Background: an optimization exercise with open tools, aiming at small area. Do not read the settings as production practice. The RTL was checked by simulation tests, not by an equivalence proof against the original design. No driver is modelled on the clock port, so clock power and skew are understated where the tree is cut down; a real chip needs a root buffer or a tree. Power is estimated from default activity; no workload was simulated.

## job 3567
// pixel_source
module pixel_source (
	clk,
	reset,
	vsync,
	hsync,
	active,
	rgb,
	ovl,
	led0
	);
	input wire clk;
	input wire reset;
	input wire vsync, hsync, active;
	output wire [95:0] rgb;
	output wire [3:0] ovl;
	output wire led0;
	reg a1, a2, a3, h1, h2, v1, v2;
	always @(posedge clk) begin
		a1 <= active;
		a2 <= a1;
		a3 <= a2;
		h1 <= hsync;
		h2 <= h1;
		v1 <= vsync;
		v2 <= v1;
	end
	reg [10:0] y2;
	wire inc_m1 = a3 & ~a2;
	wire inc_0  = a2 & ~a1;
	wire [11:0] yp;
	prefix_and #( 11 ) i_yp( .x( y2 ), .p( yp ) );
	wire [10:0] ym1 = v2 ? 11'd0 : y2 ^ ( { 11{ inc_m1 } } & yp[10:0] );
	wire [10:0] y0  = v1 ? 11'd0 :
	                  v2 ? { 10'd0, inc_0 } : y2 ^ ( { 11{ inc_m1 | inc_0 } } & yp[10:0] );
	always @(posedge clk) y2 <= ym1;
	reg [8:0] px2;
	wire [9:0] pxp;
	prefix_and #( 9 ) i_pxp( .x( px2 ), .p( pxp ) );
	always @(posedge clk)
		px2 <= h2 ? 9'd0 : px2 ^ ( { 9{ a2 & a3 } } & pxp[8:0] );
	test_pattern4 i_test_pat( .act( a3 ), .xl( px2 ), .y( y2 ), .rgb( rgb ) );
	reg [10:0] x;
	wire [11:0] xp;
	prefix_and #( 11 ) i_xp( .x( x ), .p( xp ) );
	always @(posedge clk)
  ...
clock: 5.0 ns
lec_check: 0
cap_margin: 20
core_margin: 2
core_utilization: 40
gpl_timing_driven: 0
slew_margin: 20
standard.sh (not shown) runs the stock make flow with config.mk's settings and CLKGATE_MAP_FILE= SYNTH_SCRIPT=/design/flow/synth_recipe.tcl, a recipe that flattens the netlist after the stock synthesis.
==> flow/flow/run.sh <==
#!/bin/bash
# Own layout flow: the standard synthesis, then an area re-mapping of its
# combinational logic (registers untouched), then the standard layout steps
# with 1x port buffers. Each tool's output goes to a log file here.
set -euo pipefail
W=$(pwd)
R=$W/orfs/results/$FLOW_PLATFORM/pixel_source/base
LIB=$FLOW_HOME/platforms/$FLOW_PLATFORM/lib/sky130_fd_sc_hd__tt_025C_1v80.lib
YOSYS=$FLOW_HOME/../tools/install/yosys/bin/yosys
[[ -x $YOSYS ]] || YOSYS=$(command -v yosys)

# 1. standard synthesis
bash standard.sh synth > $W/log_1_standard_synth.log 2>&1

# 2. re-map the combinational logic for area
python3 $W/flow/gen_models.py $LIB > $W/cell_models.v 2> $W/log_2_gen_models.log
cp $R/1_2_yosys.v $W/standard_1_2_yosys.v
DU="-dont_use *probe* -dont_use *lpflow* -dont_use *clkdly* -dont_use *dlygate* -dont_use *dlymetal* -dont_use *ebufn* -dont_use *einv* -dont_use *conb*"
SCRIPT='+strash;\&get -n;\&deepsyn -T 60;\&put;dch;amap;topo'
sed -e "s#@MODELS@#$W/cell_models.v#" -e "s#@IN@#$W/standard_1_2_yosys.v#" -e "s#@TOP@#$FLOW_TOP#" \
    -e "s#@LIB@#$LIB#g" -e "s#@DONTUSE@#$DU#" -e "s#@SCRIPT@#$SCRIPT#" -e "s#@OUT@#$W/remapped.v#" \
    $W/flow/post_opt.ys.in > $W/post_opt.ys
$YOSYS -s $W/post_opt.ys > $W/log_3_post_opt.log 2>&1
cp $W/remapped.v $R/1_2_yosys.v
rm -f $R/1_synth.odb

# 3. rebuild the database and remove the synthesis buffers
bash standard.sh synth > $W/log_4_standard_synth_odb.log 2>&1
TECH_LEF=$FLOW_HOME/platforms/$FLOW_PLATFORM/lef/sky130_fd_sc_hd.tlef \
SC_LEF=$FLOW_HOME/platforms/$FLOW_PLATFORM/lef/sky130_fd_sc_hd_merged.lef \
LIB=$LIB ODB=$R/1_synth.odb openroad -no_init -exit $W/flow/remove_buffers.tcl > $W/log_5_remove_buffers.log 2>&1

# 4. the standard layout from the re-mapped netlist, with 1x port buffers
export BUFFER_PORTS_ARGS="-buffer_cell sky130_fd_sc_hd__buf_1"
# clock tree: 4 clock buffers, one per quarter of the flip-flops (flow/my_cts.tcl)
export PRE_CTS_TCL=$W/flow/my_cts.tcl
export MY_CTS_LEAVES=4 MY_CTS_CELL=sky130_fd_sc_hd__clkbuf_16 MY_CTS_ROOT=
bash standard.sh > $W/log_6_standard_layout.log 2>&1
Other scripts of this flow, unchanged in this note and not shown: flow/flow/gen_models.py, flow/flow/my_cts.tcl, flow/flow/post_opt.ys.in, flow/flow/remove_buffers.tcl
The following lists how job 5675 was set up differently from job 3567:
--- a/flow/flow/run.sh
+++ b/flow/flow/run.sh
@@ -18,3 +18,3 @@
 DU="-dont_use *probe* -dont_use *lpflow* -dont_use *clkdly* -dont_use *dlygate* -dont_use *dlymetal* -dont_use *ebufn* -dont_use *einv* -dont_use *conb*"
-SCRIPT='+strash;\&get -n;\&deepsyn -T 60;\&put;dch;amap;topo'
+SCRIPT='+strash;\&get -n;\&deepsyn -J 20 -T 300;\&put;\&get -n;\&dch -f;\&nf -p -R 100 -F 8 -A 4 -C 32;\&put;topo'
 sed -e "s#@MODELS@#$W/cell_models.v#" -e "s#@IN@#$W/standard_1_2_yosys.v#" -e "s#@TOP@#$FLOW_TOP#" \
--- outcome ---
Count of cell instances traversed by the critical path: job 5675 higher than job 3567
Job 5675 consumes less power than job 3567 does.
Diff job 3567 -> job 5675 | first-pass GRT wire length | down by a little under 10%
Area of the mapped netlist, job 3567 and job 5675, lower one = job 5675.
Job 3567 → job 5675: global-route met2 utilization fell 4.9 points, count of non-filler cells in the finished layout shrank by about 9%, total vias in the final route has decreased.
Wire length the detailed router placed on met1 was lower in job 5675 than in job 3567.
Critical path launch point = px2[2]$_SDFF_PP0_: job 3567; critical path launch point = vsync: job 5675
Against job 3567, worst path setup slack after routing in job 5675 came out worse.
Compared with job 3567, job 5675 shows a peak per-stage delay on the critical path that is 0.46 ns lower.
#### Input delta (job 6235 over job 5675)
# job 5675
export LEC_CHECK = 0
export CAP_MARGIN = 20
export CORE_MARGIN = 2
export CORE_UTILIZATION = 40
export GPL_TIMING_DRIVEN = 0
export SLEW_MARGIN = 20
create_clock -name core_clock -period 5.0 [get_ports {clk}]
# job 6235
export LEC_CHECK = 0
export CAP_MARGIN = 20
export CORE_MARGIN = 2
export CORE_UTILIZATION = 40
export GPL_TIMING_DRIVEN = 1
export SLEW_MARGIN = 20
create_clock -name core_clock -period 5.0 [get_ports {clk}]
--- a/flow/flow/run.sh
+++ b/flow/flow/run.sh
@@ -18,3 +18,3 @@
 DU="-dont_use *probe* -dont_use *lpflow* -dont_use *clkdly* -dont_use *dlygate* -dont_use *dlymetal* -dont_use *ebufn* -dont_use *einv* -dont_use *conb*"
-SCRIPT='+strash;\&get -n;\&deepsyn -J 20 -T 300;\&put;\&get -n;\&dch -f;\&nf -p -R 100 -F 8 -A 4 -C 32;\&put;topo'
+SCRIPT='+strash;\&get -n;\&deepsyn -J 20 -T 300;\&put;\&get -n;\&dch;\&nf -p -R 100;\&put;topo'
 sed -e "s#@MODELS@#$W/cell_models.v#" -e "s#@IN@#$W/standard_1_2_yosys.v#" -e "s#@TOP@#$FLOW_TOP#" \
Results
Width of the chip, job 5675 and job 6235: larger value in job 6235
Job 6235 vs job 5675 on logic depth of the worst register-to-register path: job 6235 is the higher one.
Re number of sequential cells: no difference whatsoever between job 6235 and job 5675.
Taking job 5675 as the reference, in job 6235 total number of multi-input combinational cells rose by 4.3%, final area rose 170 µm².
First-pass GRT wire length delta (job 6235 − job 5675): unfavourable
diff inputs: job 6235 => job 3780
# job 6235
export LEC_CHECK = 0
export CAP_MARGIN = 20
export CORE_MARGIN = 2
export CORE_UTILIZATION = 40
export GPL_TIMING_DRIVEN = 1
export SLEW_MARGIN = 20
create_clock -name core_clock -period 5.0 [get_ports {clk}]
# job 3780
export LEC_CHECK = 0
export CAP_MARGIN = 20
export CORE_MARGIN = 2
export CORE_UTILIZATION = 40
export GPL_TIMING_DRIVEN = 0
export SLEW_MARGIN = 20
create_clock -name core_clock -period 5.0 [get_ports {clk}]
--- a/flow/flow/run.sh
+++ b/flow/flow/run.sh
@@ -2,4 +2,6 @@
 # Own layout flow: the standard synthesis, then an area re-mapping of its
-# combinational logic (registers untouched), then the standard layout steps
-# with 1x port buffers. Each tool's output goes to a log file here.
+# combinational logic (registers untouched: same instances, names and cells),
+# then the standard layout steps, with 1x port buffers and a small clock tree
+# of four clock buffers in place of TritonCTS's H-tree.
+# Each tool's output goes to a log file here (log_*.log).
 set -euo pipefail
@@ -18,3 +20,3 @@
 DU="-dont_use *probe* -dont_use *lpflow* -dont_use *clkdly* -dont_use *dlygate* -dont_use *dlymetal* -dont_use *ebufn* -dont_use *einv* -dont_use *conb*"
-SCRIPT='+strash;\&get -n;\&deepsyn -J 20 -T 300;\&put;\&get -n;\&dch;\&nf -p -R 100;\&put;topo'
+SCRIPT='+strash;\&get -n;\&deepsyn -I 4 -J 20 -T 900;\&put;\&get -n;\&dch -f;\&nf -p -R 20 -F 8 -A 4 -C 32;\&put;topo'
 sed -e "s#@MODELS@#$W/cell_models.v#" -e "s#@IN@#$W/standard_1_2_yosys.v#" -e "s#@TOP@#$FLOW_TOP#" \
## What came out
Job 3780 against job 6235: register-to-register setup slack shrank by 0.04 ns; post-layout net count shrank by 39. Looking at endpoint of the worst setup timing path, the frame_count[31]$_DFF_P_ result is from job 6235; the rgb[54] one comes from job 3780. Via count is lower on job 3780. Job 6235 and job 3780 ended up with roughly the same global-route met1 utilization. Of job 3780 and job 6235, the run reporting the higher clock power was job 3780. Compared to job 6235, job 3780 has wire length of the first global-routing pass 1.4% lower. Changes observed in job 3780 relative to job 6235: power now sits higher; multi-input gate count now sits lower.
> inputs changed (job 3780 -> job 5548)
--- a/flow/flow/run.sh
+++ b/flow/flow/run.sh
@@ -2,6 +2,4 @@
 # Own layout flow: the standard synthesis, then an area re-mapping of its
-# combinational logic (registers untouched: same instances, names and cells),
-# then the standard layout steps, with 1x port buffers and a small clock tree
-# of four clock buffers in place of TritonCTS's H-tree.
-# Each tool's output goes to a log file here (log_*.log).
+# combinational logic (registers untouched), then the standard layout steps
+# with 1x port buffers. Each tool's output goes to a log file here.
 set -euo pipefail
@@ -20,3 +18,3 @@
 DU="-dont_use *probe* -dont_use *lpflow* -dont_use *clkdly* -dont_use *dlygate* -dont_use *dlymetal* -dont_use *ebufn* -dont_use *einv* -dont_use *conb*"
-SCRIPT='+strash;\&get -n;\&deepsyn -I 4 -J 20 -T 900;\&put;\&get -n;\&dch -f;\&nf -p -R 20 -F 8 -A 4 -C 32;\&put;topo'
+SCRIPT='+strash;\&get -n;\&deepsyn -J 20 -T 300;\&put;\&get -n;\&dch -f;\&nf -p -R 20 -F 8 -A 4 -C 32;\&put;topo'
 sed -e "s#@MODELS@#$W/cell_models.v#" -e "s#@IN@#$W/standard_1_2_yosys.v#" -e "s#@TOP@#$FLOW_TOP#" \
--- outcome ---
When job 5548 is measured against job 3780, its weighted congestion reported at the end of routability-driven placement turns out 0.035 lower. Lower post-layout instance area was reported by job 3780, not job 5548. Per the comparison of job 5548 with job 3780, die area rose 52 µm², count of mapped cells out of synthesis shows a reduction of 14, sequential cell power went down by about 0.6%, sequential share of layout area neither gained nor lost much. When job 5548 is set beside job 3780, its share of post-route cells with drive strength above 1 turns out to be 0.44 points larger. Of job 3780 and job 5548, job 3780 shows the lower maximum operating frequency, with job 5548 above it.
--- input diff job 5548..job 5802 ---
--- a/flow/flow/run.sh
+++ b/flow/flow/run.sh
@@ -18,3 +18,3 @@
 DU="-dont_use *probe* -dont_use *lpflow* -dont_use *clkdly* -dont_use *dlygate* -dont_use *dlymetal* -dont_use *ebufn* -dont_use *einv* -dont_use *conb*"
-SCRIPT='+strash;\&get -n;\&deepsyn -J 20 -T 300;\&put;\&get -n;\&dch -f;\&nf -p -R 20 -F 8 -A 4 -C 32;\&put;topo'
+SCRIPT='+strash;\&get -n;\&deepsyn -J 20 -T 300;\&put;\&get -n;\&dch -f;\&nf -p -R 35 -F 8 -A 4 -C 32;\&put;topo'
 sed -e "s#@MODELS@#$W/cell_models.v#" -e "s#@IN@#$W/standard_1_2_yosys.v#" -e "s#@TOP@#$FLOW_TOP#" \
### Flow results
- For starting density of the core, job 5802 and job 5548 come out practically identical.
- On power after layout, job 5802 and job 5548 are basically level.
- Taking job 5548 as the reference point, the average cell area after synthesis of job 5802 falls by about 1.1%.
- Transition at the pin with the smallest max-transition slack, job 5802 and job 5548, higher one = job 5802.
- Job 5802: maximum fanout count along the critical path is 4 lower than what job 5548 reported.
- Looking at job 5802 and job 5548, the relative contribution of the clock network to total power is a wash.
- Final net count grows slightly when moving from job 5548 to job 5802.
No run of this note takes its clock network from TritonCTS; it comes from the design's own scripts or RTL.

[what the ideal ports hide]
In the flow no input, the clock included, has a driving cell. The finished layouts below were timed again as built, in two steps. Step 1 sets driving cells, clkbuf_16 on the clock port and buf_2 on the other inputs (assumed; they add their load-dependent delay and slew). Step 2, shift: input delay + t, output delay - t, t = (earliest + latest rising clock arrival at the registers) / 2. This alone moves slack from input paths to output paths. Three values: no drivers, after step 1, after step 2; two values: the first two.
run	t, ns	slack for setup (ns)	worst hold slack (ns)	worst register clock-pin slew, ns	cell pins on the clock port's net
job 3567	0.253	0.309 / 0.223 / 0.169	0.341 / 0.341 / 0.341	0.12 / 0.12	4
job 5675	0.252	0.149 / 0.204 / -0.047	0.337 / 0.337 / 0.337	0.11 / 0.11	4
job 6235	0.247	0.218 / 0.279 / 0.032	0.345 / 0.345 / 0.345	0.11 / 0.11	4
job 3780	0.248	0.352 / 0.270 / 0.298	0.332 / 0.332 / 0.332	0.11 / 0.11	4
job 5548	0.246	0.388 / 0.306 / 0.284	0.338 / 0.338 / 0.338	0.11 / 0.11	4
job 5802	0.251	0.375 / 0.307 / 0.177	0.339 / 0.339 / 0.339	0.11 / 0.11	4
With both steps, setup timing fails in job 5675, where it was met with ideal ports. For job 5802, which loses most, drivers alone change the setup slack by -0.068 ns; drivers and shift together by -0.198 ns.
